Context: an optimization exercise on an open-source flow, tuned for small area. The choices shown serve that exercise and are no tape-out recipe.
In this exercise RTL edits were held to simulation tests only and were not proved equivalent to the original.
Power and IR drop assume default switching activity.

==> design/flow/design.v <==
`timescale 1ns / 1ps
module btn_debounce(input wire clk, input wire rst, input wire btn, output wire press);
	localparam [4:0] I1 = 5'b00010;
	localparam [4:0] C19 = 5'b00000;
	localparam [4:0] P = 5'b00001;
	localparam [4:0] I0 = 5'b00011;
	reg btn_r0;
	reg [4:0] st;
	wire ld1 = btn_r0 & (st == C19 || st == P || st == I0 || st == I1);
	wire ld0 = ~btn_r0 & (st == I0);
	always @(posedge clk)
	if(rst) begin btn_r0 <= 1'b0; st <= I0; end
	else begin
		btn_r0 <= btn;
		if(ld1) st <= I1;
		else if(ld0) st <= I0;
		else st <= {st[3:0], st[4] ~^ st[2]};
	end
	assign press = (st == P);
endmodule
`timescale 1ns / 1ps
module top_module(
	input wire floor1_btn,
	input wire floor2_btn,
	input wire floor3_btn,
	input wire floor4_btn,
	output reg floor1_led,
	output reg floor2_led,
	output reg floor3_led,
	output reg floor4_led,
	output reg door_open_led,
	output reg door_close_led,
	input wire door_open_sw,
	input wire door_close_sw,
	input clk,
	input wire rst,
	output reg [10:0] display_floor,
	input wire call_btn,
	output reg call_led1,
	output reg call_led2,
	input wire out1_up_sw,
	input wire out2_up_sw,
	input wire out2_down_sw,
	input wire out3_up_sw,
	input wire out3_down_sw,
	input wire out4_down_sw,
	output reg out1_up_led,
	output reg out2_up_led,
	output reg out2_down_led,
	output reg out3_up_led,
	output reg out3_down_led,
	output reg out4_down_led,
	input wire led_out_test_sw
    );
	wire press1, press2, press3, press4, press_call;
	btn_debounce u_db1(.clk(clk), .rst(rst), .btn(floor1_btn), .press(press1));
	btn_debounce u_db2(.clk(clk), .rst(rst), .btn(floor2_btn), .press(press2));
	btn_debounce u_db3(.clk(clk), .rst(rst), .btn(floor3_btn), .press(press3));
	btn_debounce u_db4(.clk(clk), .rst(rst), .btn(floor4_btn), .press(press4));
	btn_debounce u_dbc(.clk(clk), .rst(rst), .btn(call_btn), .press(press_call));
	reg [10:0] n;
	wire tick = (n == 11'b01110100111);
	always @(posedge clk)
	if(rst || tick)
		n <= 11'd0;
	else
		n <= {n[9:0], n[10] ~^ n[8]};
	reg [1:0] now_floor;
	reg act;				 
	reg [1:0] tgt;			 
	reg [1:0] direction;
	reg [1:0] pointer;
	reg door_state;
	reg i1, i2, i3, i4;		 
	reg o1u, o2u, o2d, o3u, o3d, o4d;	 
	reg [5:0] last_sw;
	wire r1 = i1 | o1u;
	wire r2 = i2 | o2u | o2d;
	wire r3 = i3 | o3u | o3d;
	wire r4 = i4 | o4d;
	wire [3:0] req = {r1, r2, r3, r4};
	wire at_tgt = act & (tgt == now_floor);
	wire arr0 = at_tgt & (now_floor == 2'd0);
	wire arr1 = at_tgt & (now_floor == 2'd1);
	wire arr2 = at_tgt & (now_floor == 2'd2);
	wire arr3 = at_tgt & (now_floor == 2'd3);
	wire moving = act & (tgt != now_floor);
	reg        j_go;		 
	reg [1:0]  j_tgt;
	reg        j_ptr;		 
	reg [1:0]  j_pval;
	reg        j_clr;		 
	always @(*)
	begin
		j_go = 1'b0;
		j_tgt = 2'd0;
		j_ptr = 1'b0;
		j_pval = 2'b00;
		j_clr = 1'b0;
		case(req)
		4'b0000: j_clr = 1'b1;
		4'b0001: begin j_go = 1'b1; j_tgt = 2'd3; end
		4'b0010: begin j_go = 1'b1; j_tgt = 2'd2; end
		4'b0011:
			case(pointer)
			2'b00: begin j_go = 1'b1; j_tgt = (now_floor == 2'd3) ? 2'd3 : 2'd2; end
			2'b01: begin j_go = 1'b1; j_tgt = (o3d && !o3u) ? 2'd3 : 2'd2; end
			2'b10: begin j_go = 1'b1; j_tgt = 2'd3; end
			default: ;
			endcase
		4'b0100: begin j_go = 1'b1; j_tgt = 2'd1; end
		4'b0101:
			case(pointer)
			2'b00:
				case(now_floor)
				2'd0, 2'd1: begin j_go = 1'b1; j_tgt = 2'd1; end
				2'd3: begin j_go = 1'b1; j_tgt = 2'd3; end
				default: ;
				endcase
			2'b01: begin j_go = 1'b1; j_tgt = 2'd3; end
			2'b10: begin j_go = 1'b1; j_tgt = (!o2d && o2u) ? 2'd3 : 2'd1; end
			default: ;
			endcase
		4'b0110:
			case(pointer)
			2'b00:
				case(now_floor)
				2'd0: begin j_go = 1'b1; j_tgt = (o3d && !o3u && o2d && !o2u && !i2 && !i3) ? 2'd2 : 2'd1; end
				2'd1: begin j_go = 1'b1; j_tgt = 2'd1; end
				2'd2: begin j_go = 1'b1; j_tgt = 2'd2; end
				2'd3: begin j_go = 1'b1; j_tgt = (!o3d && o3u && !o2d && o2u && !i2 && !i3) ? 2'd1 : 2'd2; end
				endcase
			2'b01:
				if(!o2u && o2d)
				begin
					if(!o3u && o3d && now_floor == 2'd2)
					begin j_ptr = 1'b1; j_pval = 2'b10; end
					else
					begin j_go = 1'b1; j_tgt = 2'd2; end
				end
				else
				begin j_go = 1'b1; j_tgt = 2'd1; end
			2'b10:
				if(!o3d && o3u)
				begin
					if(!o2d && o2u && now_floor == 2'd1)
					begin j_ptr = 1'b1; j_pval = 2'b01; end
					else
					begin j_go = 1'b1; j_tgt = 2'd1; end
				end
				else
				begin j_go = 1'b1; j_tgt = 2'd2; end
			default: ;
			endcase
		4'b0111:
			case(pointer)
			2'b00: begin j_go = 1'b1; j_tgt = (now_floor == 2'd0) ? 2'd1 : now_floor; end
			2'b01: begin j_go = 1'b1; j_tgt = (o2d && !o2u) ? ((o3d && !o3u) ? 2'd3 : 2'd2) : 2'd1; end
			2'b10: begin j_go = 1'b1; j_tgt = 2'd3; end
			default: ;
			endcase
		4'b1000: begin j_go = 1'b1; j_tgt = 2'd0; end
		4'b1001:
			case(pointer)
			2'b00:
				case(now_floor)
				2'd0: begin j_go = 1'b1; j_tgt = 2'd0; end
				2'd3: begin j_go = 1'b1; j_tgt = 2'd3; end
				default: ;
				endcase
			2'b01: begin j_go = 1'b1; j_tgt = 2'd3; end
			2'b10: begin j_go = 1'b1; j_tgt = 2'd0; end
			default: ;
			endcase
		4'b1010:
			case(pointer)
			2'b00:
				case(now_floor)
				2'd0: begin j_go = 1'b1; j_tgt = 2'd0; end
				2'd2, 2'd3: begin j_go = 1'b1; j_tgt = 2'd2; end
				default: ;
				endcase
			2'b01: begin j_go = 1'b1; j_tgt = (!o3u && o3d) ? 2'd0 : 2'd2; end
			2'b10: begin j_go = 1'b1; j_tgt = 2'd0; end
			default: ;
			endcase
		4'b1011:
			case(pointer)
			2'b00:
				case(now_floor)
				2'd0: begin j_go = 1'b1; j_tgt = 2'd0; end
				2'd2: begin j_go = 1'b1; j_tgt = 2'd2; end
				2'd3: begin j_go = 1'b1; j_tgt = 2'd3; end
				default: ;
				endcase
			2'b01: begin j_go = 1'b1; j_tgt = (!o3u && o3d) ? 2'd3 : 2'd2; end
			2'b10: begin j_go = 1'b1; j_tgt = 2'd0; end
			default: ;
			endcase
		4'b1100:
			case(pointer)
			2'b00: begin j_go = 1'b1; j_tgt = (now_floor == 2'd0) ? 2'd0 : 2'd1; end
			2'b01: begin j_go = 1'b1; j_tgt = 2'd0; end
			2'b10: begin j_go = 1'b1; j_tgt = (!o2d && o2u) ? 2'd0 : 2'd1; end
			default: ;
			endcase
		4'b1101:
			case(pointer)
			2'b00:
				case(now_floor)
				2'd0: begin j_go = 1'b1; j_tgt = 2'd0; end
				2'd1: begin j_go = 1'b1; j_tgt = 2'd1; end
				2'd3: begin j_go = 1'b1; j_tgt = 2'd3; end
				default: ;
				endcase
			2'b01: begin j_go = 1'b1; j_tgt = 2'd3; end
			2'b10: begin j_go = 1'b1; j_tgt = (!o2d && o2u) ? 2'd0 : 2'd1; end
			default: ;
			endcase
		4'b1110:
			case(pointer)
			2'b00:
				if(now_floor != 2'd3)
				begin j_go = 1'b1; j_tgt = now_floor; end
			2'b01: begin j_go = 1'b1; j_tgt = 2'd0; end
			2'b10: begin j_go = 1'b1; j_tgt = (!o3d && o3u) ? ((!o2d && o2u) ? 2'd0 : 2'd1) : 2'd2; end
			default: ;
			endcase
		4'b1111:
			case(pointer)
			2'b00: begin j_go = 1'b1; j_tgt = now_floor; end
			2'b01: begin j_go = 1'b1; j_tgt = 2'd0; end
			2'b10: begin j_go = 1'b1; j_tgt = 2'd0; end
			default: ;
			endcase
		endcase
	end
	reg stop_here;
	always @(*)
	case(now_floor)
	2'd0: stop_here = i1 | o1u;
	2'd1: stop_here = i2 | (o2d && pointer == 2'b10) | (o2u && pointer == 2'b01);
	2'd2: stop_here = i3 | (o3d && pointer == 2'b10) | (o3u && pointer == 2'b01);
	default: stop_here = i4 | o4d;
	endcase
	wire going_up = tgt > now_floor;
	reg above, below, up_here, dn_here;
	always @(*)
	case(now_floor)
	2'd0: begin above = r2 | r3 | r4; below = 1'b0; up_here = o1u; dn_here = 1'b0; end
	2'd1: begin above = r3 | r4; below = r1; up_here = o2u; dn_here = o2d; end
	2'd2: begin above = r4; below = r1 | r2; up_here = o3u; dn_here = o3d; end
	default: begin above = 1'b0; below = r1 | r2 | r3; up_here = 1'b0; dn_here = o4d; end
	endcase
	wire a1_dn = !o2u && o2d && (req == 4'd4 || (!o3u && o3d && req == 4'd6));
	wire a1_up = o2u && !o2d && (req == 4'd4 || (o3u && !o3d && req == 4'd6));
	wire a2_dn = !o3u && o3d && (req == 4'd2 || (req == 4'd6 && !o2u && o2d));
	wire a2_up = o3u && !o3d && (req == 4'd2 || (req == 4'd6 && o2u && !o2d));
	always @(posedge clk)
	if(rst)
	begin
		now_floor <= 2'b00;
		act <= 1'b0;
		tgt <= 2'b00;
		direction <= 2'b00;
		pointer <= 2'b00;
	end
	else
	begin
		if(direction == 2'b00 && door_state == 0)
		begin
			if(above)
				direction <= 2'b01;
			else if(below)
				direction <= 2'b10;
		end
		if(pointer == 2'b00)
		begin
			if(above | up_here)
				pointer <= 2'b01;
			else if(dn_here | below)
				pointer <= 2'b10;
		end
		if(tick)
		begin
			if(!act)
			begin
				if(!door_state)
				begin
					if(j_clr)
					begin
						pointer <= 2'b00;
						direction <= 2'b00;
					end
					if(j_go)
					begin
						act <= 1'b1;
						tgt <= j_tgt;
					end
					if(j_ptr)
						pointer <= j_pval;
				end
			end
			else if(moving)
			begin
				if(stop_here)
					tgt <= now_floor;
				else if(going_up)
				begin
					now_floor <= now_floor + 2'd1;
					direction <= 2'b01;
					pointer <= 2'b01;
				end
				else
				begin
					now_floor <= now_floor - 2'd1;
					direction <= 2'b10;
					pointer <= 2'b10;
				end
			end
			else
			begin
				act <= 1'b0;
				direction <= 2'b00;
				if(arr0 && o1u)
					pointer <= 2'b01;
				if(arr1 && a1_dn)
					pointer <= 2'b10;
				if(arr1 && a1_up)
					pointer <= 2'b01;
				if(arr2 && a2_dn)
					pointer <= 2'b10;
				if(arr2 && a2_up)
					pointer <= 2'b01;
				if(arr3 && o4d)
					pointer <= 2'b10;
			end
		end
	end
	always @(posedge clk)
	if(rst)
		door_state <= 1'b0;
	else
	begin
		if(direction == 2'b00)
		begin
			if(door_open_sw)
				door_state <= 1'b1;
			else if(door_close_sw)
				door_state <= 1'b0;
		end
		if(tick)
		begin
			if(!act)
			begin
				if(!door_open_sw)
					door_state <= 1'b0;
			end
			else if(at_tgt)
				door_state <= 1'b1;
		end
	end
	wire clr1 = tick & arr0;
	wire clr2 = tick & arr1;
	wire clr3 = tick & arr2;
	wire clr4 = tick & arr3;
	always @(posedge clk)
	if(rst)
	begin
		i1 <= 1'b0; i2 <= 1'b0; i3 <= 1'b0; i4 <= 1'b0;
		floor1_led <= 1'b0; floor2_led <= 1'b0; floor3_led <= 1'b0; floor4_led <= 1'b0;
	end
	else
	begin
		i1 <= (i1 ^ press1) & ~clr1;
		i2 <= (i2 ^ press2) & ~clr2;
		i3 <= (i3 ^ press3) & ~clr3;
		i4 <= (i4 ^ press4) & ~clr4;
		floor1_led <= i1 & ~clr1;
		floor2_led <= i2 & ~clr2;
		floor3_led <= i3 & ~clr3;
		floor4_led <= i4 & ~clr4;
	end
	wire [5:0] sw = {out1_up_sw, out2_up_sw, out2_down_sw, out3_up_sw, out3_down_sw, out4_down_sw};
	wire [5:0] tog = sw ^ last_sw;
	wire [3:0] req_d = {floor1_led | out1_up_led, floor2_led | out2_up_led | out2_down_led,
		floor3_led | out3_up_led | out3_down_led, floor4_led | out4_down_led};
	wire rt2 = (req_d == 4'd2);
	wire rt4 = (req_d == 4'd4);
	wire rt6 = (req_d == 4'd6);
	always @(posedge clk)
	if(rst)
	begin
		o1u <= 1'b0; o2u <= 1'b0; o2d <= 1'b0; o3u <= 1'b0; o3d <= 1'b0; o4d <= 1'b0;
		last_sw <= 6'b0;
	end
	else
	begin
		last_sw <= sw;
		if(led_out_test_sw)
		begin
			o1u <= 1'b0; o2u <= 1'b0; o2d <= 1'b0; o3u <= 1'b0; o3d <= 1'b0; o4d <= 1'b0;
		end
		else
		begin
			o1u <= o1u ^ tog[5];
			o2u <= o2u ^ tog[4];
			o2d <= o2d ^ tog[3];
			o3u <= o3u ^ tog[2];
			o3d <= o3d ^ tog[1];
			o4d <= o4d ^ tog[0];
		end
		if(tick)
		begin
			if(arr0)
				o1u <= 1'b0;
			if(arr1)
			begin
				if(!o2u && o2d && (rt4 || (!o3u && o3d && rt6)))
					o2d <= 1'b0;
				if(o2u && !o2d && (rt4 || (o3u && !o3d && rt6)))
					o2u <= 1'b0;
				if(pointer == 2'b10)
					o2d <= 1'b0;
				if(pointer == 2'b01)
					o2u <= 1'b0;
				if(pointer == 2'b00)
				begin
					o2d <= 1'b0;
					o2u <= 1'b0;
				end
			end
			if(arr2)
			begin
				if(!o3u && o3d && (rt2 || (rt6 && !o2u && o2d)))
					o3d <= 1'b0;
				if(o3u && !o3d && (rt2 || (rt6 && o2u && !o2d)))
					o3u <= 1'b0;
				if(pointer == 2'b10)
					o3d <= 1'b0;
				if(pointer == 2'b01)
					o3u <= 1'b0;
				if(pointer == 2'b00)
				begin
					o3d <= 1'b0;
					o3u <= 1'b0;
				end
			end
			if(arr3)
				o4d <= 1'b0;
		end
	end
	always @(posedge clk)
	if(rst)
	begin
		out1_up_led <= 1'b0; out2_up_led <= 1'b0; out2_down_led <= 1'b0;
		out3_up_led <= 1'b0; out3_down_led <= 1'b0; out4_down_led <= 1'b0;
		door_open_led <= 1'b0; door_close_led <= 1'b0;
	end
	else
	begin
		out1_up_led <= o1u; out2_up_led <= o2u; out2_down_led <= o2d;
		out3_up_led <= o3u; out3_down_led <= o3d; out4_down_led <= o4d;
		door_open_led <= door_open_sw;
		door_close_led <= door_close_sw;
	end
	reg call_state;
	reg [8:0] m;
	wire blink = (m == 9'b110101001);
	always @(posedge clk)
	if(rst)
	begin
		call_state <= 1'b0;
		m <= 9'd0;
		call_led1 <= 1'b0;
		call_led2 <= 1'b0;
	end
	else
	begin
		if(press_call)
			call_state <= ~call_state;
		m <= (m == 9'b010100001) ? 9'd0 : {m[7:0], m[8] ~^ m[4]};
		if(blink)
		begin
			if(call_state)
			begin
				call_led1 <= ~call_led1;
				call_led2 <= call_led1;
			end
			else
			begin
				call_led1 <= 1'b0;
				call_led2 <= 1'b0;
			end
		end
	end
	reg [3:0] ph;
	reg [1:0] val;
	reg [1:0] slot, nslot;
	reg hold;
	wire [3:0] ph_next = (ph == 4'b0001) ? 4'b0110 : {ph[2:0], ph[3] ~^ ph[2]};
	always @(*)
	case(ph)
	4'b1011: begin slot = 2'd0; nslot = 2'd0; hold = 1'b0; end
	4'b0110: begin slot = 2'd0; nslot = 2'd0; hold = 1'b0; end
	4'b1100: begin slot = 2'd0; nslot = 2'd1; hold = 1'b0; end
	4'b1001: begin slot = 2'd1; nslot = 2'd1; hold = 1'b0; end
	4'b0010: begin slot = 2'd1; nslot = 2'd2; hold = 1'b0; end
	4'b0101: begin slot = 2'd2; nslot = 2'd2; hold = 1'b0; end
	4'b1010: begin slot = 2'd2; nslot = 2'd3; hold = 1'b0; end
	4'b0100: begin slot = 2'd3; nslot = 2'd3; hold = 1'b0; end
	4'b1000: begin slot = 2'd3; nslot = 2'd3; hold = 1'b1; end
	4'b0000: begin slot = 2'd3; nslot = 2'd3; hold = 1'b1; end
	4'b0001: begin slot = 2'd3; nslot = 2'd0; hold = 1'b0; end
	default: begin slot = 2'd0; nslot = 2'd0; hold = 1'b0; end
	endcase
	always @(posedge clk)
	if(rst)
	begin
		ph <= 4'b1011;
		val <= 2'b00;
	end
	else
	begin
		ph <= ph_next;
		if(!hold)
			case(nslot)
			2'd0: val <= now_floor;
			2'd1: val <= pointer;
			2'd2: val <= {1'b0, door_state};
			default: val <= direction;
			endcase
	end
	always @(*)
	case({slot, val})
	4'b00_00: display_floor = 11'b1110_1001111;
	4'b00_01: display_floor = 11'b1110_0010010;
	4'b00_10: display_floor = 11'b1110_0000110;
	4'b00_11: display_floor = 11'b1110_1001100;
	4'b01_00: display_floor = 11'b1111_1111111;
	4'b01_01: display_floor = 11'b1101_0011101;
	4'b01_10: display_floor = 11'b1101_1100011;
	4'b10_00: display_floor = 11'b1011_0110001;
	4'b10_01: display_floor = 11'b1011_0000001;
	4'b11_00: display_floor = 11'b0111_1111110;
	4'b11_01: display_floor = 11'b0111_0111111;
	4'b11_10: display_floor = 11'b0111_1110111;
	default:  display_floor = 11'b1111_1111111;
	endcase
endmodule
==> design/flow/flow/run.sh <==
#!/bin/bash
# The standard ORFS layout (standard.sh) with three changes:
#  - synthesis maps the logic with an area-oriented ABC script (synth_area.tcl,
#    area.abc); yosys's steps, registers and names are those of synth_recipe.tcl
#  - ports are buffered with the smallest buffer
#  - clock tree: 8x clock buffers, no dummy loads
# Each tool's output is in orfs/logs/; make's output in standard.log.
F=$PWD/flow
bash standard.sh \
  SYNTH_SCRIPT=$F/synth_area.tcl AREA_ABC_SCRIPT=$F/area.abc \
  BUFFER_PORTS_ARGS="-buffer_cell sky130_fd_sc_hd__buf_1" \
  CTS_ARGS="-sink_clustering_enable -repair_clock_nets -dont_use_dummy_load -buf_list \"sky130_fd_sc_hd__clkbuf_4 sky130_fd_sc_hd__clkbuf_8\"" \
  ${EXTRA_MAKE_ARGS:-} finish > standard.log 2>&1
==> design/flow/flow/area.abc <==
strash
&get -n
&deepsyn -T 30
&put
dch -f
amap
topo
==> design/flow/flow/synth_area.tcl <==
# synth_recipe.tcl with an area-oriented ABC mapping in place of ORFS's
# delay-oriented one: the same yosys steps, registers and names; only the
# combinational logic between the registers is mapped differently.
proc synth {args} { yosys synth -nofsm -noshare {*}$args }
proc abc {args} {
  puts "area ABC script: $::env(AREA_ABC_SCRIPT)"
  set out {}
  set skip 0
  foreach a $args {
    if { $skip } { set skip 0; continue }
    if { $a eq "-script" || $a eq "-D" || $a eq "-constr" } { set skip 1; continue }
    lappend out $a
  }
  yosys abc -script $::env(AREA_ABC_SCRIPT) {*}$out
}
source $::env(SCRIPTS_DIR)/synth.tcl
# left out here: clear keep_hierarchy, flatten, clean up, hide names made inside functions, write 1_2_yosys.v
==> design/flow/standard.sh <==
#!/bin/bash
# synth_recipe.tcl (not shown) runs the flow's synth.tcl, then flattens the netlist and writes it again
# the make line also repeats each setting of config.mk as NAME=value (left out here)
make -C /OpenROAD-flow-scripts/flow DESIGN_CONFIG=/design/flow/config.mk WORK_HOME=/design/flow/orfs CLKGATE_MAP_FILE= SYNTH_SCRIPT=/design/flow/synth_recipe.tcl "${@:-finish}"
==> design/flow/config.mk <==
export PLATFORM = sky130hd
export DESIGN_NAME = top_module
export DESIGN_NICKNAME = top_module
export VERILOG_FILES = /design/flow/design.v
export SDC_FILE = /design/flow/constraint.sdc
export NUM_CORES = 4
export LEC_CHECK = 0
export CAP_MARGIN = 20
export CORE_MARGIN = 2
export CORE_UTILIZATION = 40
export SLEW_MARGIN = 20
==> design/flow/constraint.sdc <==
create_clock -name core_clock -period 10.0 [get_ports {clk}]
set_input_delay 2.0000 -clock core_clock [delete_from_list [all_inputs] [get_ports {clk}]]
set_output_delay 2.0000 -clock core_clock [all_outputs]
set_load 0.01 [all_outputs]
==> flow_summary_export.csv, run 1 <==
group,metric,value,unit
run_status,status,"stopped before the end",
run_status,lastStage,"clock tree synthesis",
run_status,error,"[ERROR STA-0564] clock_tree_synthesis positional arguments not supported.",
placed_design,dpl.cell_count,741,
logic_synthesis,synth_common_cells,"nor2_1 (110), dfxtp_1 (97), clkinv_1 (78)",
logic_synthesis,seq_area_frac_synth,43.9,%
die,fp.dieW,109,um
die,die_y,109,um
logic_synthesis,synth_edf_count,0,
placed_design,place_hpwl,7840,um
die,row_count,38,
logic_synthesis,synth_most_common_cell,"nor2_1",
logic_synthesis,syn_avg_cell_area,7.89,um2
logic_synthesis,ys_warn_count,2,
logic_synthesis,synthDistinctLibCells,39,
logic_synthesis,syn_area,4420,um2
die,initial_core_util,41.0,%
placed_design,place_area,4750,um2
logic_synthesis,async_flop_share,0,%
logic_synthesis,ys.flop_type,"dfxtp_1",
logic_synthesis,synth_top_area_share,43.9,%
die,ioPinCount,41,
logic_synthesis,synth.net_count,595,
placed_design,place.gp.congestion,0.942,
placed_design,numPortBuffers,40,
logic_synthesis,yosysTopAreaCell,"dfxtp_1",
logic_synthesis,synthTopCellsByArea,"dfxtp_1 (44%), nor2_1 (9.3%), clkinv_1 (6.6%)",
logic_synthesis,ys_seq_elements,97,
logic_synthesis,synth_cells,560,
==> power groups by stage <==
stage | sequential (W) | clock (W) | combinational (W)
after floorplan | 0.000432 | 0 | 0.0000959
after global placement | 0.000435 | 0 | 0.000134
after detailed placement | 0.000435 | 0 | 0.000135
==> cell families after synthesis <==
logic type / after synthesis / synth area share [%]
buf+inv: 78 / 6.62
simple gates: 240 / 25.3
flops: 97 / 43.9
compound gates: 126 / 18.7
fa+ha+maj: 19 / 5.38
==> how the worst max path moves through the flow <==
stage,start,end,slack (ns),cells past startpoint
detailed placement,ph[0],display_floor[10],5.71,7
floorplan,ph[0],display_floor[1],6.11,6
global placement,rst,tgt[0],5.83,8
==> per-stage QoR <==
step	setup WS [ns]	hold WS (ns)	util, %	total power (W)
detailed placement	5.71	0.418	44.1	0.000570
global placement	5.83	0.415	44.1	0.000569
floorplan	6.11	0.403	-	0.000528
==> run 2, diff against run 1 <==
--- a/design/flow/flow/run.sh
+++ b/design/flow/flow/run.sh
@@ -9,5 +9,5 @@
 bash standard.sh \
   SYNTH_SCRIPT=$F/synth_area.tcl AREA_ABC_SCRIPT=$F/area.abc \
   BUFFER_PORTS_ARGS="-buffer_cell sky130_fd_sc_hd__buf_1" \
-  CTS_ARGS="-sink_clustering_enable -repair_clock_nets -dont_use_dummy_load -buf_list \"sky130_fd_sc_hd__clkbuf_4 sky130_fd_sc_hd__clkbuf_8\"" \
+  CTS_ARGS="-sink_clustering_enable -repair_clock_nets -dont_use_dummy_load -buf_list {sky130_fd_sc_hd__clkbuf_4 sky130_fd_sc_hd__clkbuf_8}" \
   ${EXTRA_MAKE_ARGS:-} finish > standard.log 2>&1
==> run 2 against run 1 <==
  * Synthesized area stayed put
  * Now clean on timing, DRC and antenna
  * Synthesized cell count stayed put
==> flow_summary_export.csv, run 2 <==
group,metric,value,unit
worst_setup_path,arrival,2.73,ns
sta,worst_slack,5.27,ns
logic_synthesis,async_flop_share,0,%
sta,skew,0.0236,ns
die,initial_core_util,41.0,%
route,vias,4069,
route,drc,0,
power_and_ir_drop,p_sw_share,28.9,%
power_and_ir_drop,finalPower,0.000757,W
logic_synthesis,ys.flop_type,"dfxtp_1",
sta,hold_ws,0.428,ns
clock_tree,post-cts-setup-buffers,0,
sta,rsz0062_at_grt,"no",
sta,final-setup-viol-count,0,
final_layout,regMostFlops,"n",
power_and_ir_drop,intPower,0.000538,W
logic_synthesis,yosysTopAreaCell,"dfxtp_1",
sta,fmax,212,MHz
logic_synthesis,ys_warn_count,2,
clock_tree,cts_hold_buf,0,
final_layout,top_regs,"n: 11 flops, m: 9 flops, last_sw: 6 flops",
logic_synthesis,synth.net_count,595,
logic_synthesis,synth_most_common_cell,"nor2_1",
global_routing,grt_antenna_before_repair,0,
placed_design,dpl.cell_count,741,
worst_setup_path,worstPathRequired,8.00,ns
flow_run,max_cap_viol_count,0,
route,wl_per_cell,14.1,um
clock_tree,clkLatencyLatePin,0.36,ns
sta,fin_crit_sh,47.3,%
power_and_ir_drop,p_leak,1.77,nW
die,core,10800,um2
power_and_ir_drop,combinationalPowerShare,18.2,%
die,ioPinCount,41,
final_layout,mostFrequentLayoutCells,"nor2_1 (110), dfxtp_1 (97), clkinv_1 (78), buf_1 (39)",
sta,report.final.slew_viol_count,0,
worst_setup_path,start_kind,"register",
die,die_y,109,um
power_and_ir_drop,p_clk_share,25.4,%
global_routing,grt_max_degree,61,
logic_synthesis,ys_seq_elements,97,
global_routing,grt_overflow,0,
logic_synthesis,synth_top_area_share,43.9,%
final_layout,area_growth,10.4,%
sta,relSlewSlack,56.4,%
placed_design,place_hpwl,7840,um
logic_synthesis,synth_cells,560,
worst_setup_path,endpoint_kind,"output port",
power_and_ir_drop,power_density,155,nW/um2
sta,hold_viol_final,0,
global_routing,met1_usage,24.4,%
clock_tree,cts.htree.levels,3,
run_status,status,"timing/DRC/antenna clean",
clock_tree,cts_made_buffers,9,
clock_tree,cts.path.max_buffers,2,
placed_design,numPortBuffers,40,
worst_setup_path,crit_fanout,8,
logic_synthesis,syn_area,4420,um2
route,drt-total-wl,10500,um
sta,worst_slew_pin_slew,0.652,ns
global_routing,gr-max-usage-layer,"met2",
route,firstDrtPassIters,5,
placed_design,place.gp.congestion,0.942,
final_layout,largest_reg_flops,11,
global_routing,grt_pass1_vias,3784,
logic_synthesis,syn_avg_cell_area,7.89,um2
logic_synthesis,synth_edf_count,0,
clock_tree,cts_resized,0,
hold_path,hold_class,"register to register",
die,row_count,38,
global_routing,track_usage,18.7,%
clock_tree,clk_pin_slew,0.07,ns
logic_synthesis,synth_common_cells,"nor2_1 (110), dfxtp_1 (97), clkinv_1 (78)",
power_and_ir_drop,vdd_drop_max,0.0911,mV
final_layout,antenna_cells,0,
global_routing,use_met2,29.6,%
logic_synthesis,seq_area_frac_synth,43.9,%
final_layout,final_common_cell,"nor2_1",
final_layout,drive_gt1_share,1.80,%
logic_synthesis,synthTopCellsByArea,"dfxtp_1 (44%), nor2_1 (9.3%), clkinv_1 (6.6%)",
clock_tree,cts.sinks,97,
die,die-area,11900,um2
global_routing,grt_pass1_wl,17600,um
clock_tree,root_buffer,"clkbuf_8",
die,fp.dieW,109,um
power_and_ir_drop,p_switching,0.000218,W
worst_setup_path,crit_type,"register to output port",
clock_tree,cts_tree,"built",
route,routed_via_density,5.43,
sta,period_needed,4.73,ns
route,drtIter0Drc,309,
logic_synthesis,synthDistinctLibCells,39,
sta,setup_tns,0,ns
final_layout,fin_nets,647,
global_routing,use_met3,4.42,%
placed_design,place_ws,5.71,ns
power_and_ir_drop,seqPwrFrac,56.4,%
route,ant_nets,0,
final_layout,stdcell_count,750,
run 2: cell type report:
| type | count | area [um2] |
|---|---|---|
| Clock buffer | 9 | 124 |
| Timing Repair Buffer | 41 | 159 |
| Tap cell | 140 | 175 |
| Fill cell | 1070 | 5910 |
| Multi-Input combinational cell | 385 | 2190 |
| Inverter | 78 | 293 |
| Sequential cell | 97 | 1940 |
run 2: kinds of logic after synthesis:
logic type	count (synthesis)	share of synthesized area (%)
AND/OR/NAND/NOR	240	25.3
AO/OA/AOI/OAI	126	18.7
flip-flops	97	43.9
buffers and inverters	78	6.62
adder cells (fa/ha/maj)	19	5.38
run 2: worst paths after layout:
path	from	end	slack (ns)	cells after the start
min	n[6]	n[7]	0.43	2
max	ph[0]	display_floor[10]	5.27	7
max reg2reg	now_floor[0]	tgt[0]	6.85	13
min reg2reg	n[6]	n[7]	0.43	2
run 2: routing by layer:
| metal | routed length (um) | up-vias |
|---|---|---|
| met5 | 0 | - |
| met4 | 240 | 0 |
| met3 | 751 | 23 |
| met2 | 4760 | 148 |
| met1 | 4790 | 1838 |
| li1 | - | 2060 |
run 2: power groups by stage:
stage | Clock (W) | Combinational (W) | Sequential, W
2_1_floorplan | 0 | 0.0000959 | 0.000432
3_3_place_gp | 0 | 0.000134 | 0.000435
3_5_place_dp | 0 | 0.000135 | 0.000435
4_1_cts | 0.000202 | 0.000135 | 0.000427
5_1_grt | 0.000217 | 0.000155 | 0.000430
6_report | 0.000193 | 0.000137 | 0.000427
run 2: per-stage QoR:
stage	instance area, um2	utilization [%]
floorplan	4420	-
global placement	4750	44.1
detailed placement	4750	44.1
CTS	4880	45.2
global route	4880	45.2
finish	4880	45.2
run 2: critical path: stages, from the launching register on:
cell and delay (ns):
dfxtp_1 0.43, clkinv_1 0.17, a22oi_1 0.56, nor2_1 0.19, o21ai_0 0.28, nand2_1 0.22
or3_1 0.40, buf_1 0.13
==> run 3, diff against run 2 <==
--- a/design/flow/flow/run.sh
+++ b/design/flow/flow/run.sh
@@ -9,5 +9,5 @@
 bash standard.sh \
   SYNTH_SCRIPT=$F/synth_area.tcl AREA_ABC_SCRIPT=$F/area.abc \
   BUFFER_PORTS_ARGS="-buffer_cell sky130_fd_sc_hd__buf_1" \
-  CTS_ARGS="-sink_clustering_enable -repair_clock_nets -dont_use_dummy_load -buf_list {sky130_fd_sc_hd__clkbuf_4 sky130_fd_sc_hd__clkbuf_8}" \
+  CTS_ARGS="-sink_clustering_enable -repair_clock_nets -dont_use_dummy_load -buf_list sky130_fd_sc_hd__clkbuf_8 -sink_clustering_size 25" \
   ${EXTRA_MAKE_ARGS:-} finish > standard.log 2>&1
==> run 3 against run 2 <==
  * Combinational power about the same
  * Wire length unchanged
  * Sequential share of layout area is the same
  * Non-clock buffer count did not move
  * Hold slack stayed put
  * Total power did not move
  * Critical endpoint unchanged
  * Largest cell class unchanged
  * Largest power group unchanged
==> flow_summary_export.csv, run 3 <==
group,metric,value,unit
global_routing,grt_pass1_vias,3784,
worst_setup_path,critPathLaunch,"ph[0]",
final_layout,final_common_cell,"nor2_1",
global_routing,grt_max_degree,61,
global_routing,track_usage,18.7,%
sta,report.final.slew_viol_count,0,
power_and_ir_drop,finalPower,0.000757,W
sta,final-setup-viol-count,0,
logic_synthesis,synthDistinctLibCells,39,
logic_synthesis,synth_top_area_share,43.9,%
global_routing,grt_overflow,0,
final_layout,mostFrequentLayoutCells,"nor2_1 (110), dfxtp_1 (97), clkinv_1 (78), buf_1 (39)",
die,row_count,38,
logic_synthesis,ys_seq_elements,97,
route,drc,0,
logic_synthesis,synthTopCellsByArea,"dfxtp_1 (44%), nor2_1 (9.3%), clkinv_1 (6.6%)",
worst_setup_path,cp_slowest_cell,"a22oi_1",
die,die_y,109,um
sta,worst_slew_pin_slew,0.652,ns
clock_tree,clk_pin_slew,0.07,ns
sta,period_needed,4.73,ns
worst_setup_path,arrival,2.73,ns
worst_setup_path,worst-path-stages,7,
hold_path,hold_class,"register to register",
worst_setup_path,crit_fanout,8,
logic_synthesis,seq_area_frac_synth,43.9,%
worst_setup_path,reg2reg_from,"now_floor[0]",
placed_design,place_hpwl,7840,um
die,ioPinCount,41,
logic_synthesis,synth_cells,560,
clock_tree,root_buffer,"clkbuf_8",
worst_setup_path,timing.rr.end,"tgt[0]",
clock_tree,cts.sinks,97,
final_layout,largest_reg_flops,11,
worst_setup_path,endpoint_kind,"output port",
clock_tree,cts_resized,0,
final_layout,regArea,1940,um2
sta,rsz0062_at_grt,"no",
worst_setup_path,cp_cell_sequence,"clkinv_1, a22oi_1, nor2_1, o21ai_0, nand2_1, or3_1, buf_1",
final_layout,antenna_cells,0,
power_and_ir_drop,intPower,0.000538,W
logic_synthesis,ys.flop_type,"dfxtp_1",
clock_tree,cts.htree.levels,3,
logic_synthesis,synthMuxAreaShare,0,%
logic_synthesis,async_flop_share,0,%
power_and_ir_drop,vdd_drop_max,0.0911,mV
worst_setup_path,worstPathBufferInverterCount,2,
worst_setup_path,crit_type,"register to output port",
logic_synthesis,synth-simple-area-share,25.3,%
worst_setup_path,rrSetupSlack,6.85,ns
die,fp.dieW,109,um
power_and_ir_drop,p_switching,0.000218,W
power_and_ir_drop,combinationalPowerShare,18.2,%
sta,skew,0.0236,ns
hold_path,hold_path_depth,2,
sta,setup_tns,0,ns
hold_path,hold_start,"n[6]",
route,drtIter0Drc,309,
clock_tree,cts_hold_buf,0,
route,firstDrtPassIters,5,
logic_synthesis,synth_adder_area_share,5.38,%
logic_synthesis,synth_top_family_by_area,"simple AND/OR/NAND/NOR gates",
clock_tree,cts_made_buffers,9,
final_layout,fin_nets,647,
power_and_ir_drop,power_density,155,nW/um2
worst_setup_path,start_kind,"register",
worst_setup_path,critPathTopFamily,"compound AO/OA/AOI/OAI gates",
final_layout,multi_input_area,2190,um2
logic_synthesis,ys_warn_count,2,
clock_tree,cts_tree,"built",
global_routing,grt_antenna_before_repair,0,
logic_synthesis,synth_most_common_cell,"nor2_1",
final_layout,fillerInstances,1070,
logic_synthesis,synth_common_cells,"nor2_1 (110), dfxtp_1 (97), clkinv_1 (78)",
run_status,status,"timing/DRC/antenna clean",
route,drt-total-wl,10500,um
power_and_ir_drop,seqPwrFrac,56.4,%
logic_synthesis,synth_xor_area_share,0,%
route,vias,4069,
worst_setup_path,reg2reg_depth,13,
flow_run,max_cap_viol_count,0,
final_layout,top_regs,"n: 11 flops, m: 9 flops, last_sw: 6 flops",
sta,hold_viol_final,0,
die,core,10800,um2
final_layout,regMostFlops,"n",
power_and_ir_drop,p_leak,1.77,nW
logic_synthesis,yosysTopAreaCell,"dfxtp_1",
route,ant_nets,0,
sta,fmax,212,MHz
logic_synthesis,syn_avg_cell_area,7.89,um2
placed_design,numPortBuffers,40,
route,wl_per_cell,14.1,um
worst_setup_path,max_stage_delay,0.56,ns
final_layout,drive_gt1_share,1.80,%
logic_synthesis,synth.net_count,595,
clock_tree,cts.path.max_buffers,2,
die,initial_core_util,41.0,%
sta,fin_crit_sh,47.3,%
clock_tree,post-cts-setup-buffers,0,
die,die-area,11900,um2
worst_setup_path,worstPathRequired,8.00,ns
logic_synthesis,synth_compound_area_share,18.7,%
power_and_ir_drop,p_sw_share,28.9,%
power_and_ir_drop,p_clk_share,25.4,%
clock_tree,clkLatencyLatePin,0.36,ns
final_layout,area_growth,10.4,%
worst_setup_path,endpoint,"display_floor[10]",
placed_design,place.gp.congestion,0.942,
sta,relSlewSlack,56.4,%
route,routed_via_density,5.43,
logic_synthesis,syn_area,4420,um2
logic_synthesis,synth_edf_count,0,
global_routing,grt_pass1_wl,17600,um
-- run 3: cell counts in the layout (fill, tap and decap cells not counted) --
No cell type changed its count.
-- run 3: cell families (layout without fill, tap and decap cells) --
group / count (synthesis) / after routing
AND/OR/NAND/NOR: 240 / 240
buffers and inverters: 78 / 128
flip-flops: 97 / 97
AO/OA/AOI/OAI: 126 / 126
adder cells (fa/ha/maj): 19 / 19
-- run 3: stage by stage --
step / area [um2] / utilization, % / setup WS (ns) / std cells / hold slack, ns
5_1_grt: 4880 / 45.2 / 5.03 / 750 / 0.452
3_3_place_gp: 4750 / 44.1 / 5.83 / 741 / 0.415
3_5_place_dp: 4750 / 44.1 / 5.71 / 741 / 0.418
4_1_cts: 4880 / 45.2 / 5.32 / 750 / 0.430
2_1_floorplan: 4420 / - / 6.11 / 560 / 0.403
6_report: 4880 / 45.2 / 5.27 / 750 / 0.428
-- run 3: final cells by class --
type	count	share of cell area [%]
multi-input cells	385	44.8
clock buffers	9	2.54
inverters	78	6.00
flip-flops and latches	97	39.8
well taps	140	3.59
repair buffers	41	3.26
-- run 3: power groups by stage --
stage | registers, W | logic, W | clock network, W
after floorplan | 0.000432 | 0.0000959 | 0
after global placement | 0.000435 | 0.000134 | 0
after detailed placement | 0.000435 | 0.000135 | 0
after CTS | 0.000427 | 0.000135 | 0.000202
after global routing | 0.000430 | 0.000155 | 0.000217
final | 0.000427 | 0.000137 | 0.000193
-- run 3: worst min-delay path by stage --
stage                  end  slack, ns
6_report              n[7]       0.43
5_1_grt               n[5]       0.45
4_1_cts               n[5]       0.43
3_5_place_dp          n[5]       0.42
3_3_place_gp   u_db4.st[4]       0.42
2_1_floorplan         n[4]       0.40
-- run 3: metal layers --
layer,up-vias,track usage [%],part of all wire [%]
li1,2060,-,-
met1,1838,24.4,45
met2,148,29.6,45
met3,23,4.42,7.1
met4,0,7.88,2.3
met5,-,0,0
-- run 3: worst reg2reg max path, cell delays in order (launching register included) --
cell and delay [ns]:
dfxtp_1 0.41, clkinv_1 0.15, ha_1 0.34, clkinv_1 0.23
nor3_1 0.34, o311ai_0 0.20, o221a_1 0.26, o21ai_0 0.22
a31oi_1 0.12, a31oi_1 0.18, nor4_1 0.08, a31oi_1 0.31
nand2_1 0.10, o22ai_1 0.15
==> run 4, diff against run 3 <==
--- a/design/flow/flow/run.sh
+++ b/design/flow/flow/run.sh
@@ -9,5 +9,5 @@
 bash standard.sh \
   SYNTH_SCRIPT=$F/synth_area.tcl AREA_ABC_SCRIPT=$F/area.abc \
   BUFFER_PORTS_ARGS="-buffer_cell sky130_fd_sc_hd__buf_1" \
-  CTS_ARGS="-sink_clustering_enable -repair_clock_nets -dont_use_dummy_load -buf_list sky130_fd_sc_hd__clkbuf_8 -sink_clustering_size 25" \
+  CTS_ARGS="-sink_clustering_enable -repair_clock_nets -dont_use_dummy_load -buf_list sky130_fd_sc_hd__clkbuf_16 -sink_clustering_size 30" \
   ${EXTRA_MAKE_ARGS:-} finish > standard.log 2>&1
==> run 4 against run 3 <==
  * Maximum frequency grew 3.8%
  * Final cell count increased by 0.40%
  * Register-to-register slack worse by 0.02 ns
  * Synthesized cell count rose by 0.36%
  * Critical path depth rose by 4
  * Global-route usage is essentially flat
  * Sequential share of layout area down 1.2 points
  * Die area increased by 0.84%
  * Design area increased by 3.0%
  * Combinational power increased by 97%
  * Wire length decreased by 0.19%
  * Critical path type unchanged
==> flow_summary_export.csv, run 4 <==
group,metric,value,unit
global_routing,grt_max_degree,62,
sta,setup_tns,0,ns
sta,relSlewSlack,51.5,%
logic_synthesis,synth_xor_area_share,0,%
final_layout,mostFrequentLayoutCells,"nor2_1 (103), dfxtp_1 (97), clkinv_1 (77), buf_1 (39), nand2_1 (34)",
clock_tree,root_buffer,"clkbuf_16",
die,row_count,38,
logic_synthesis,synth_adder_area_share,5.33,%
route,firstDrtPassIters,5,
logic_synthesis,ys_warn_count,2,
sta,final-setup-viol-count,0,
clock_tree,cts_made_buffers,9,
final_layout,top_regs,"n: 11 flops, m: 9 flops, last_sw: 6 flops",
logic_synthesis,syn_area,4460,um2
placed_design,place_hpwl,7880,um
route,wl_per_cell,14.0,um
route,vias,4021,
final_layout,area_growth,12.7,%
logic_synthesis,synth_edf_count,0,
sta,period_needed,4.56,ns
worst_setup_path,crit_type,"register to output port",
flow_run,max_cap_viol_count,0,
logic_synthesis,ys_seq_elements,97,
sta,fin_crit_sh,45.6,%
final_layout,regMostFlops,"n",
logic_synthesis,synthTopCellsByArea,"dfxtp_1 (44%), nor2_1 (8.7%), clkinv_1 (6.5%)",
sta,worst_slew_pin_slew,0.722,ns
logic_synthesis,synth_most_common_cell,"nor2_1",
worst_setup_path,worstPathRequired,8.00,ns
clock_tree,cts.htree.levels,3,
worst_setup_path,crit_fanout,6,
worst_setup_path,endpoint_kind,"output port",
logic_synthesis,synth.net_count,597,
global_routing,grt_antenna_before_repair,0,
clock_tree,cts.path.max_buffers,2,
logic_synthesis,seq_area_frac_synth,43.5,%
logic_synthesis,syn_avg_cell_area,7.93,um2
logic_synthesis,synth_top_family_by_area,"simple AND/OR/NAND/NOR gates",
final_layout,antenna_cells,0,
clock_tree,clk_pin_slew,0.06,ns
global_routing,grt_pass1_wl,17700,um
sta,skew,0.0108,ns
placed_design,numPortBuffers,40,
final_layout,fillerInstances,1079,
logic_synthesis,async_flop_share,0,%
die,ioPinCount,41,
sta,fmax,219,MHz
route,routed_via_density,5.34,
die,initial_core_util,41.1,%
placed_design,dpl.cell_count,744,
global_routing,track_usage,18.8,%
logic_synthesis,synth-simple-area-share,26.5,%
worst_setup_path,start_kind,"register",
power_and_ir_drop,vdd_drop_max,0.0930,mV
sta,hold_viol_final,0,
power_and_ir_drop,p_leak,1.84,nW
final_layout,largest_reg_flops,11,
die,die_y,110,um
route,drtIter0Drc,204,
logic_synthesis,synthMuxAreaShare,0,%
clock_tree,clkLatencyLatePin,0.34,ns
logic_synthesis,synthDistinctLibCells,41,
clock_tree,cts_tree,"built",
clock_tree,cts_hold_buf,0,
sta,report.final.slew_viol_count,0,
final_layout,multi_input_area,2230,um2
logic_synthesis,synth_compound_area_share,18.2,%
global_routing,grt_overflow,0,
final_layout,stdcell_count,753,
logic_synthesis,yosysTopAreaCell,"dfxtp_1",
die,core,10800,um2
sta,rsz0062_at_grt,"no",
placed_design,place.gp.congestion,0.901,
clock_tree,post-cts-setup-buffers,0,
clock_tree,cts_resized,0,
worst_setup_path,timing.rr.end,"tgt[0]",
final_layout,final_common_cell,"nor2_1",
worst_setup_path,arrival,2.56,ns
worst_setup_path,reg2reg_from,"o3d",
global_routing,grt_pass1_vias,3778,
die,fp.dieW,110,um
run_status,status,"timing/DRC/antenna clean",
final_layout,drive_gt1_share,1.96,%
final_layout,fin_nets,650,
worst_setup_path,endpoint,"display_floor[2]",
logic_synthesis,synth_cells,562,
worst_setup_path,critPathLaunch,"ph[2]",
logic_synthesis,synth_common_cells,"nor2_1 (103), dfxtp_1 (97), clkinv_1 (77)",
logic_synthesis,ys.flop_type,"dfxtp_1",
route,drt-total-wl,10500,um
die,die-area,12000,um2
final_layout,regArea,1940,um2
worst_setup_path,reg2reg_depth,12,
logic_synthesis,synth_top_area_share,43.5,%
worst_setup_path,rrSetupSlack,6.83,ns
hold_path,hold_class,"register to register",
power_and_ir_drop,power_density,199,nW/um2
clock_tree,cts.sinks,97,
route,ant_nets,0,
route,drc,0,
## run 4: cell count changes after synthesis, moves of 4 or more
cell | previous run | this run
nor2b_1 | 15 | 29
o22ai_1 | 8 | 4
and3_1 | 14 | 8
or2_0 | 4 | 10
o21ai_0 | 33 | 29
nor2_1 | 110 | 103
## run 4: per-layer routing
layer | wire (um) | global-route usage (%) | share of wire [%] | up-vias
li1 | - | - | - | 2058
met2 | 4880 | 29.6 | 46 | 107
met4 | 225 | 8.77 | 2.1 | 0
met3 | 475 | 2.49 | 4.5 | 17
met1 | 4940 | 25.4 | 47 | 1839
met5 | 0 | 0 | 0 | -
## run 4: worst max-delay path, stage by stage (launching register included)
cell	delay, ns
dfxtp_1	0.31
clkinv_1	0.08
nand2_1	0.10
nand2_1	0.12
nand2_1	0.06
o21ai_0	0.19
nor2b_1	0.25
o21ai_0	0.29
and3_1	0.25
and2_0	0.18
a211oi_1	0.22
buf_1	0.18
## run 4: cells by family after synthesis
| kind of cell | count (synthesis) |
|---|---|
| buf+inv | 77 |
| fa+ha+maj | 19 |
| compound gates | 122 |
| flops | 97 |
| simple gates | 247 |
## run 4: worst min path at each step
stage | startpoint | end | slack [ns] | cells past startpoint
2_1_floorplan | n[3] | n[4] | 0.40 | 2
3_3_place_gp | n[6] | n[7] | 0.41 | 2
3_5_place_dp | n[3] | n[4] | 0.42 | 2
4_1_cts | n[3] | n[4] | 0.43 | 2
5_1_grt | n[3] | n[4] | 0.45 | 2
6_report | n[3] | n[4] | 0.42 | 2
## run 4: per-stage QoR
step | total power (W) | hold slack [ns] | instance area, um2 | utilization [%] | setup WS (ns)
6_report | 0.00100 | 0.423 | 5030 | 46.4 | 5.44
4_1_cts | 0.00100 | 0.429 | 5030 | 46.4 | 5.43
5_1_grt | 0.00106 | 0.449 | 5030 | 46.4 | 5.18
3_3_place_gp | 0.000721 | 0.413 | 4800 | 44.3 | 5.78
2_1_floorplan | 0.000634 | 0.403 | 4460 | - | 6.14
3_5_place_dp | 0.000716 | 0.418 | 4800 | 44.3 | 5.67
## run 4: area by class of cell
class | count | share of cell area (%)
Multi-Input combinational cell | 388 | 44.3
Sequential cell | 97 | 38.6
Inverter | 77 | 5.75
Clock buffer | 9 | 4.48
Tap cell | 140 | 3.49
Timing Repair Buffer | 42 | 3.31
## run 4: where the power goes
| group | total, W | switching (W) | internal [W] |
|---|---|---|---|
| clock network | 0.000287 | 0.000128 | 0.000159 |
| logic | 0.000270 | 0.000175 | 0.0000948 |
| registers | 0.000443 | 0.0000267 | 0.000417 |
==> run 5, diff against run 4 <==
--- a/design/flow/flow/run.sh
+++ b/design/flow/flow/run.sh
@@ -9,5 +9,5 @@
 bash standard.sh \
   SYNTH_SCRIPT=$F/synth_area.tcl AREA_ABC_SCRIPT=$F/area.abc \
   BUFFER_PORTS_ARGS="-buffer_cell sky130_fd_sc_hd__buf_1" \
-  CTS_ARGS="-sink_clustering_enable -repair_clock_nets -dont_use_dummy_load -buf_list sky130_fd_sc_hd__clkbuf_16 -sink_clustering_size 30" \
+  CTS_ARGS="-sink_clustering_enable -repair_clock_nets -dont_use_dummy_load -buf_list sky130_fd_sc_hd__clkbuf_8" \
   ${EXTRA_MAKE_ARGS:-} finish > standard.log 2>&1
==> design/flow/flow/area.abc (replaced) <==
strash
&get -n
&deepsyn -T 120
&put
dch -f
amap
topo
==> run 5 against run 4 <==
  * Still clean
  * Non-clock buffer count shrank 1
  * Total power fell by 25%
  * Wire length rose by 2.5%
  * Largest power group unchanged
==> flow_summary_export.csv, run 5 <==
group,metric,value,unit
power_and_ir_drop,power_density,153,nW/um2
clock_tree,post-cts-setup-buffers,0,
sta,fin_crit_sh,47.9,%
final_layout,area_growth,10.3,%
power_and_ir_drop,p_clk_share,26.1,%
clock_tree,clkLatencyLatePin,0.37,ns
sta,rsz0062_at_grt,"no",
global_routing,grt_overflow,0,
die,fp.dieW,109,um
final_layout,largest_reg_flops,11,
sta,fmax,209,MHz
hold_path,hold_class,"register to register",
logic_synthesis,async_flop_share,0,%
worst_setup_path,crit_type,"register to output port",
sta,final-setup-viol-count,0,
clock_tree,clk_pin_slew,0.09,ns
final_layout,regMostFlops,"n",
power_and_ir_drop,p_sw_share,28.7,%
final_layout,fillerInstances,1098,
logic_synthesis,ys.flop_type,"dfxtp_1",
route,drt-total-wl,10800,um
logic_synthesis,yosysTopAreaCell,"dfxtp_1",
final_layout,multi_input_area,2200,um2
clock_tree,cts.htree.levels,3,
final_layout,mostFrequentLayoutCells,"nor2_1 (117), dfxtp_1 (97), clkinv_1 (79), buf_1 (39), o21ai_0 (31)",
sta,hold_ws,0.413,ns
worst_setup_path,worstPathRequired,8.00,ns
die,die-area,11900,um2
logic_synthesis,syn_area,4430,um2
global_routing,grt_max_degree,60,
power_and_ir_drop,vdd_drop_max,0.0871,mV
route,ant_nets,0,
clock_tree,cts_resized,0,
placed_design,place.gp.congestion,0.942,
sta,period_needed,4.79,ns
route,firstDrtPassIters,7,
die,die_y,109,um
die,row_count,38,
final_layout,regArea,1940,um2
route,vias,4156,
worst_setup_path,start_kind,"register",
sta,hold_viol_final,0,
global_routing,grt_pass1_wl,18000,um
route,drc,0,
logic_synthesis,synth.net_count,603,
run_status,status,"timing/DRC/antenna clean",
logic_synthesis,ys_seq_elements,97,
clock_tree,cts_tree,"built",
route,wl_per_cell,14.2,um
logic_synthesis,synth_edf_count,0,
power_and_ir_drop,combinationalPowerShare,17.3,%
sta,setup_tns,0,ns
logic_synthesis,synth_most_common_cell,"nor2_1",
placed_design,place_hpwl,8040,um
sta,skew,0.0292,ns
final_layout,final_common_cell,"nor2_1",
power_and_ir_drop,intPower,0.000535,W
route,drtIter0Drc,258,
logic_synthesis,synth_cells,568,
final_layout,fin_nets,655,
worst_setup_path,rrSetupSlack,6.83,ns
worst_setup_path,crit_fanout,10,
power_and_ir_drop,p_leak,1.80,nW
global_routing,grt_pass1_vias,3984,
worst_setup_path,endpoint_kind,"output port",
placed_design,numPortBuffers,40,
logic_synthesis,synthTopCellsByArea,"dfxtp_1 (44%), nor2_1 (9.9%), clkinv_1 (6.7%)",
logic_synthesis,syn_avg_cell_area,7.81,um2
logic_synthesis,seq_area_frac_synth,43.8,%
final_layout,top_regs,"n: 11 flops, m: 9 flops, last_sw: 6 flops",
die,ioPinCount,41,
die,initial_core_util,40.9,%
clock_tree,root_buffer,"clkbuf_8",
die,core,10800,um2
clock_tree,cts.path.max_buffers,2,
logic_synthesis,synthDistinctLibCells,38,
logic_synthesis,ys_warn_count,2,
sta,relSlewSlack,36.4,%
global_routing,grt_antenna_before_repair,0,
worst_setup_path,arrival,2.79,ns
route,routed_via_density,5.48,
clock_tree,cts_made_buffers,9,
clock_tree,cts_hold_buf,0,
final_layout,drive_gt1_share,1.78,%
flow_run,max_cap_viol_count,0,
sta,worst_slew_pin_slew,0.944,ns
power_and_ir_drop,p_switching,0.000215,W
clock_tree,cts.sinks,97,
sta,report.final.slew_viol_count,0,
final_layout,antenna_cells,0,
logic_synthesis,synth_common_cells,"nor2_1 (117), dfxtp_1 (97), clkinv_1 (79)",
logic_synthesis,synth_top_area_share,43.8,%
global_routing,track_usage,19.1,%
power_and_ir_drop,seqPwrFrac,56.6,%
[run 5: path summary, 6_finish.rpt]
check                             startpoint          endpoint  cells past startpoint
worst max-delay path                   ph[3]  display_floor[2]                      8
worst min-delay path                    n[4]              n[5]                      2
worst max register to register  now_floor[1]            tgt[0]                     13
worst min register to register          n[4]              n[5]                      2
[run 5: worst max-delay path, stage by stage, from the launching register on]
cell,delay (ns)
dfxtp_1,0.38
clkinv_1,0.14
nor3_1,0.28
nor2_1,0.11
o21ai_0,0.76
nand2_1,0.18
nor3b_1,0.32
nor3_1,0.10
buf_1,0.14
[run 5: routing by layer]
metal / track usage, % / vias up / routed length, um
met5: 0 / - / 0
met4: 10.1 / 0 / 359
met3: 4.21 / 31 / 605
met2: 30.8 / 142 / 4890
met1: 23.9 / 1906 / 4930
li1: - / 2077 / -
[run 5: area by class of cell]
class                      count  area share, %
inverter                      79           6.06
sequential                    97           39.7
multi-input combinational    392           44.9
clock buffer                   9           2.53
timing repair buffer          41           3.25
tap                          140           3.58
[run 5: cell families after synthesis]
group	after synthesis	synth area share, %
DFF	97	43.8
and+or+nand+nor	255	27.1
adders and majority gates	19	5.36
AOI/OAI and AO/OA	118	17.1
buffers and inverters	79	6.69
[run 5: power by group through the flow]
stage               Clock [W]  Combinational (W)  Sequential [W]
floorplan                   0          0.0000916        0.000430
global placement            0           0.000127        0.000433
detailed placement          0           0.000128        0.000433
CTS                  0.000206           0.000129        0.000425
global route         0.000222           0.000147        0.000428
finish               0.000196           0.000130        0.000425
[run 5: metrics by stage]
step / total power, W / setup slack [ns] / cell area (um2) / instances / util (%)
final: 0.000751 / 5.21 / 4890 / 758 / 45.1
after global routing: 0.000796 / 4.89 / 4890 / 758 / 45.1
after detailed placement: 0.000561 / 5.62 / 4770 / 749 / 44.0
after global placement: 0.000559 / 5.78 / 4770 / 749 / 44.0
after floorplan: 0.000521 / 5.95 / 4430 / 568 / -
after CTS: 0.000759 / 5.20 / 4890 / 758 / 45.1
==> run 6, diff against run 5 <==
==> design/flow/flow/area.abc (replaced) <==
strash
&get -n
&deepsyn -T 30
&put
dch -f
amap
topo
==> run 6 against run 5 <==
  * Synthesized cell count fell by 1.4%
  * Via count fell by 2.1%
  * Utilization is 0.071 points higher
  * Highest routed layer unchanged
==> flow_summary_export.csv, run 6 <==
group,metric,value,unit
run_status,status,"timing/DRC/antenna clean",
worst_setup_path,max_stage_delay,0.56,ns
final_layout,antenna_cells,0,
final_layout,regMostFlops,"n",
hold_path,hold_class,"register to register",
route,wl_per_cell,14.1,um
worst_setup_path,rrSetupSlack,6.85,ns
worst_setup_path,critPathTopFamily,"compound AO/OA/AOI/OAI gates",
flow_run,max_cap_viol_count,0,
clock_tree,clkLatencyLatePin,0.36,ns
final_layout,drive_gt1_share,1.80,%
logic_synthesis,synth_common_cells,"nor2_1 (110), dfxtp_1 (97), clkinv_1 (78)",
die,row_count,38,
final_layout,largest_reg_flops,11,
worst_setup_path,crit_fanout,8,
power_and_ir_drop,combinationalPowerShare,18.2,%
route,drt-total-wl,10500,um
power_and_ir_drop,vdd_drop_max,0.0911,mV
logic_synthesis,yosysTopAreaCell,"dfxtp_1",
sta,report.final.slew_viol_count,0,
logic_synthesis,synth.net_count,595,
sta,worst_slew_pin_slew,0.652,ns
global_routing,use_met2,29.6,%
placed_design,place_area,4750,um2
global_routing,grt_antenna_before_repair,0,
power_and_ir_drop,seqPwrFrac,56.4,%
route,drtIter0Drc,309,
worst_setup_path,endpoint_kind,"output port",
logic_synthesis,syn_avg_cell_area,7.89,um2
logic_synthesis,synth_cells,560,
clock_tree,clk_pin_slew,0.07,ns
worst_setup_path,cp_slowest_cell,"a22oi_1",
final_layout,finish.instance_area,4880,um2
sta,rsz0062_at_grt,"no",
logic_synthesis,synth_top_area_share,43.9,%
placed_design,numPortBuffers,40,
worst_setup_path,start_kind,"register",
power_and_ir_drop,p_clk_share,25.4,%
logic_synthesis,ys_warn_count,2,
logic_synthesis,seq_area_frac_synth,43.9,%
clock_tree,cts.htree.levels,3,
die,ioPinCount,41,
logic_synthesis,async_flop_share,0,%
sta,period_needed,4.73,ns
logic_synthesis,synth_most_common_cell,"nor2_1",
power_and_ir_drop,p_sw_share,28.9,%
global_routing,grt_pass1_vias,3784,
worst_setup_path,worstPathRequired,8.00,ns
placed_design,place_hpwl,7840,um
logic_synthesis,ys_seq_elements,97,
route,vias,4069,
clock_tree,post-cts-setup-buffers,0,
clock_tree,cts.sinks,97,
final_layout,top_regs,"n: 11 flops, m: 9 flops, last_sw: 6 flops",
global_routing,grt_max_degree,61,
route,routed_via_density,5.43,
logic_synthesis,ys.flop_type,"dfxtp_1",
sta,relSlewSlack,56.4,%
global_routing,gr-max-usage-layer,"met2",
placed_design,place.gp.congestion,0.942,
die,fp.dieW,109,um
final_layout,fillerInstances,1070,
sta,worst_slack,5.27,ns
sta,fmax,212,MHz
sta,skew,0.0236,ns
clock_tree,cts_hold_buf,0,
clock_tree,cts_resized,0,
worst_setup_path,worstPathBufferInverterCount,2,
clock_tree,cts.path.max_buffers,2,
clock_tree,cts_tree,"built",
global_routing,track_usage,18.7,%
logic_synthesis,synthTopCellsByArea,"dfxtp_1 (44%), nor2_1 (9.3%), clkinv_1 (6.6%)",
clock_tree,cts_made_buffers,9,
die,core,10800,um2
final_layout,fin_nets,647,
placed_design,place_ws,5.71,ns
sta,fin_crit_sh,47.3,%
global_routing,grt_overflow,0,
power_and_ir_drop,p_leak,1.77,nW
sta,hold_viol_final,0,
final_layout,area_growth,10.4,%
global_routing,met1_usage,24.4,%
final_layout,mostFrequentLayoutCells,"nor2_1 (110), dfxtp_1 (97), clkinv_1 (78), buf_1 (39)",
global_routing,grt_pass1_wl,17600,um
power_and_ir_drop,intPower,0.000538,W
die,die-area,11900,um2
worst_setup_path,cp_cell_sequence,"clkinv_1, a22oi_1, nor2_1, o21ai_0, nand2_1, or3_1, buf_1",
worst_setup_path,crit_type,"register to output port",
power_and_ir_drop,power_density,155,nW/um2
clock_tree,root_buffer,"clkbuf_8",
global_routing,use_met3,4.42,%
route,drc,0,
power_and_ir_drop,p_switching,0.000218,W
sta,setup_tns,0,ns
logic_synthesis,synth_edf_count,0,
die,initial_core_util,41.0,%
route,firstDrtPassIters,5,
die,die_y,109,um
worst_setup_path,arrival,2.73,ns
sta,final-setup-viol-count,0,
logic_synthesis,syn_area,4420,um2
logic_synthesis,synthDistinctLibCells,39,
route,ant_nets,0,
final_layout,final_common_cell,"nor2_1",
run 6: metal layers:
metal | up-vias | part of all wire (%)
li1 | 2060 | -
met1 | 1838 | 45
met2 | 148 | 45
met3 | 23 | 7.1
met4 | 0 | 2.3
met5 | - | 0
run 6: worst reg2reg max path: cells and delay by family (launching register included):
kind / cells / cell delay, ns
AO/OA/AOI/OAI: 7 / 1.44
adder cells (fa/ha/maj): 1 / 0.34
buffers and inverters: 2 / 0.38
flip-flops: 1 / 0.41
AND/OR/NAND/NOR: 3 / 0.52
run 6: final timing paths:
| kind | startpoint | end | cells after the start |
|---|---|---|---|
| worst max-delay path | ph[0] | display_floor[10] | 7 |
| worst min register to register | n[6] | n[7] | 2 |
| worst min-delay path | n[6] | n[7] | 2 |
| worst max register to register | now_floor[0] | tgt[0] | 13 |
run 6: logic make-up after synthesis:
kind of cell / after synthesis / share of synthesized area [%]
flops: 97 / 43.9
fa+ha+maj: 19 / 5.38
buf+inv: 78 / 6.62
simple gates: 240 / 25.3
compound gates: 126 / 18.7
run 6: stage by stage:
stage               utilization, %  hold slack [ns]  total power, W  cells
floorplan                        -            0.403        0.000528    560
global placement              44.1            0.415        0.000569    741
detailed placement            44.1            0.418        0.000570    741
CTS                           45.2            0.430        0.000764    750
global route                  45.2            0.452        0.000803    750
finish                        45.2            0.428        0.000757    750
run 6: power by group through the flow:
stage               registers (W)  logic (W)  clock network [W]
global route             0.000430   0.000155           0.000217
detailed placement       0.000435   0.000135                  0
finish                   0.000427   0.000137           0.000193
CTS                      0.000427   0.000135           0.000202
global placement         0.000435   0.000134                  0
floorplan                0.000432  0.0000959                  0
run 6: area by class of cell:
class | count | area (um2) | area share (%)
flip-flops and latches | 97 | 1940 | 39.8
multi-input cells | 385 | 2190 | 44.8
repair buffers | 41 | 159 | 3.26
clock buffers | 9 | 124 | 2.54
well taps | 140 | 175 | 3.59
inverters | 78 | 293 | 6.00
==> run 7, diff against run 6 <==
--- a/design/flow/config.mk
+++ b/design/flow/config.mk
@@ -7,5 +7,5 @@
 export LEC_CHECK = 0
 export CAP_MARGIN = 20
 export CORE_MARGIN = 2
-export CORE_UTILIZATION = 40
+export CORE_UTILIZATION = 65
 export SLEW_MARGIN = 20
==> run 7 against run 6 <==
  * Non-clock buffer count unchanged
  * Final cell count fell by 7.6%
  * Via count up 2.6%
  * Utilization up 27 points
  * Synthesized area grew 0.54%
  * Combinational power is 93% higher
  * First-iteration DRC count increased by 12%
  * Maximum frequency is 5.0% higher
  * Total power increased by 19%
==> flow_summary_export.csv, run 7 <==
group,metric,value,unit
placed_design,place.gp.congestion,1.01,
final_layout,mostFrequentLayoutCells,"nor2_1 (113), dfxtp_1 (97), clkinv_1 (74), buf_1 (39), nand2_1 (33)",
global_routing,grt_pass1_wl,16800,um
hold_path,hold_class,"register to register",
worst_setup_path,crit_type,"register to output port",
logic_synthesis,ys_warn_count,2,
logic_synthesis,seq_area_frac_synth,43.7,%
worst_setup_path,cp_cell_sequence,"clkinv_1, a21oi_1, clkinv_1, nor3_1, nor2_1, and3_1, a211oi_1, buf_1",
sta,fin_crit_sh,45.0,%
logic_synthesis,yosysTopAreaCell,"dfxtp_1",
logic_synthesis,synth_cells,563,
clock_tree,cts_tree,"built",
clock_tree,post-cts-setup-buffers,0,
clock_tree,cts_resized,0,
logic_synthesis,synthTopCellsByArea,"dfxtp_1 (44%), nor2_1 (9.5%), clkinv_1 (6.3%)",
sta,skew,0.0339,ns
worst_setup_path,start_kind,"register",
logic_synthesis,ys.flop_type,"dfxtp_1",
logic_synthesis,synth_top_area_share,43.7,%
sta,relSlewSlack,59.5,%
sta,rsz0062_at_grt,"no",
final_layout,multi_input_area,2220,um2
worst_setup_path,endpoint_kind,"output port",
die,core,6720,um2
route,vias,4174,
global_routing,grt_overflow,0,
sta,fmax,222,MHz
placed_design,place_hpwl,7700,um
power_and_ir_drop,power_density,187,nW/um2
worst_setup_path,crit_fanout,6,
logic_synthesis,syn_area,4440,um2
sta,period_needed,4.50,ns
logic_synthesis,synth_most_common_cell,"nor2_1",
final_layout,fin_nets,650,
clock_tree,cts_made_buffers,9,
clock_tree,clk_pin_slew,0.07,ns
route,ant_nets,0,
sta,setup_tns,0,ns
power_and_ir_drop,p_leak,1.81,nW
die,fp.dieW,86.7,um
logic_synthesis,synth_edf_count,0,
clock_tree,cts_hold_buf,0,
global_routing,grt_max_degree,58,
worst_setup_path,max_stage_delay,0.40,ns
route,drtIter0Drc,345,
final_layout,drive_gt1_share,1.79,%
flow_run,max_cap_viol_count,0,
die,initial_core_util,66.1,%
final_layout,fillerInstances,556,
sta,report.final.slew_viol_count,0,
run_status,status,"timing/DRC/antenna clean",
sta,worst_slew_pin_slew,0.604,ns
die,die-area,7520,um2
die,ioPinCount,41,
clock_tree,root_buffer,"clkbuf_8",
global_routing,track_usage,28.0,%
route,wl_per_cell,14.8,um
clock_tree,cts.sinks,97,
placed_design,numPortBuffers,40,
logic_synthesis,ys_seq_elements,97,
final_layout,regArea,1940,um2
final_layout,largest_reg_flops,11,
global_routing,grt_pass1_vias,3723,
worst_setup_path,worstPathRequired,8.00,ns
worst_setup_path,arrival,2.50,ns
global_routing,grt_antenna_before_repair,0,
final_layout,regMostFlops,"n",
route,drt-total-wl,10300,um
route,drc,0,
power_and_ir_drop,vdd_drop_max,0.137,mV
placed_design,place_area,4700,um2
==> run 7: where the power goes <==
group          internal [W]  total (W)  leakage (nW)  switching [W]
sequential         0.000416   0.000443         0.795      0.0000272
combinational     0.0000931   0.000264         0.948       0.000171
clock             0.0000808   0.000194        0.0647       0.000113
total              0.000590   0.000901          1.81       0.000311
==> run 7: final timing paths <==
path | start | to | slack [ns] | depth (start not counted)
worst max-delay path | ph[2] | display_floor[4] | 5.50 | 8
worst min register to register | n[3] | n[4] | 0.43 | 2
worst min-delay path | n[3] | n[4] | 0.43 | 2
worst max register to register | i4 | tgt[1] | 6.66 | 13
==> run 7: logic make-up after synthesis <==
kind of cell | count (synthesis) | share of synthesized area, %
simple gates | 246 | 25.8
compound gates | 127 | 18.9
flops | 97 | 43.7
buf+inv | 74 | 6.25
fa+ha+maj | 19 | 5.35
==> run 7: layout make-up <==
| type | count | area share (%) |
|---|---|---|
| Multi-Input combinational cell | 392 | 46.1 |
| Timing Repair Buffer | 41 | 3.29 |
| Tap cell | 80 | 2.07 |
| Sequential cell | 97 | 40.2 |
| Clock buffer | 9 | 2.57 |
| Inverter | 74 | 5.75 |
==> run 7: worst max-delay path, delay by kind of cell, from the launching register on <==
family	cells	cell delay, ns
buffers and inverters	3	0.50
and+or+nand+nor	3	0.76
AOI/OAI and AO/OA	2	0.53
DFF	1	0.36
==> run 7: layer usage <==
layer | part of all wire (%) | global-route usage [%] | routed length, um | up-vias
met5 | 0 | 0 | 0 | -
met4 | 2.4 | 10.8 | 246 | 0
met3 | 6.7 | 5.90 | 686 | 35
met2 | 47 | 45.4 | 4810 | 177
met1 | 44 | 36.7 | 4540 | 1899
li1 | - | - | - | 2063
==> run 7: stage by stage <==
stage | std cells | total power, W | worst slack, ns | util (%) | hold WS (ns)
4_1_cts | 693 | 0.000896 | 5.51 | 71.8 | 0.431
5_1_grt | 693 | 0.000950 | 5.26 | 71.8 | 0.453
3_5_place_dp | 684 | 0.000707 | 5.76 | 70.0 | 0.418
2_1_floorplan | 563 | 0.000634 | 6.18 | - | 0.403
3_3_place_gp | 684 | 0.000703 | 5.84 | 70.0 | 0.411
6_report | 693 | 0.000901 | 5.50 | 71.8 | 0.429

Re-timed with assumed drivers on the ports (clkbuf_16 on the clock, buf_2 on other inputs), run 7 has 5.466 ns of setup slack against 5.497 ns with ideal ports, and 5.728 ns once port delays also move by the mid clock arrival of 0.383 ns.
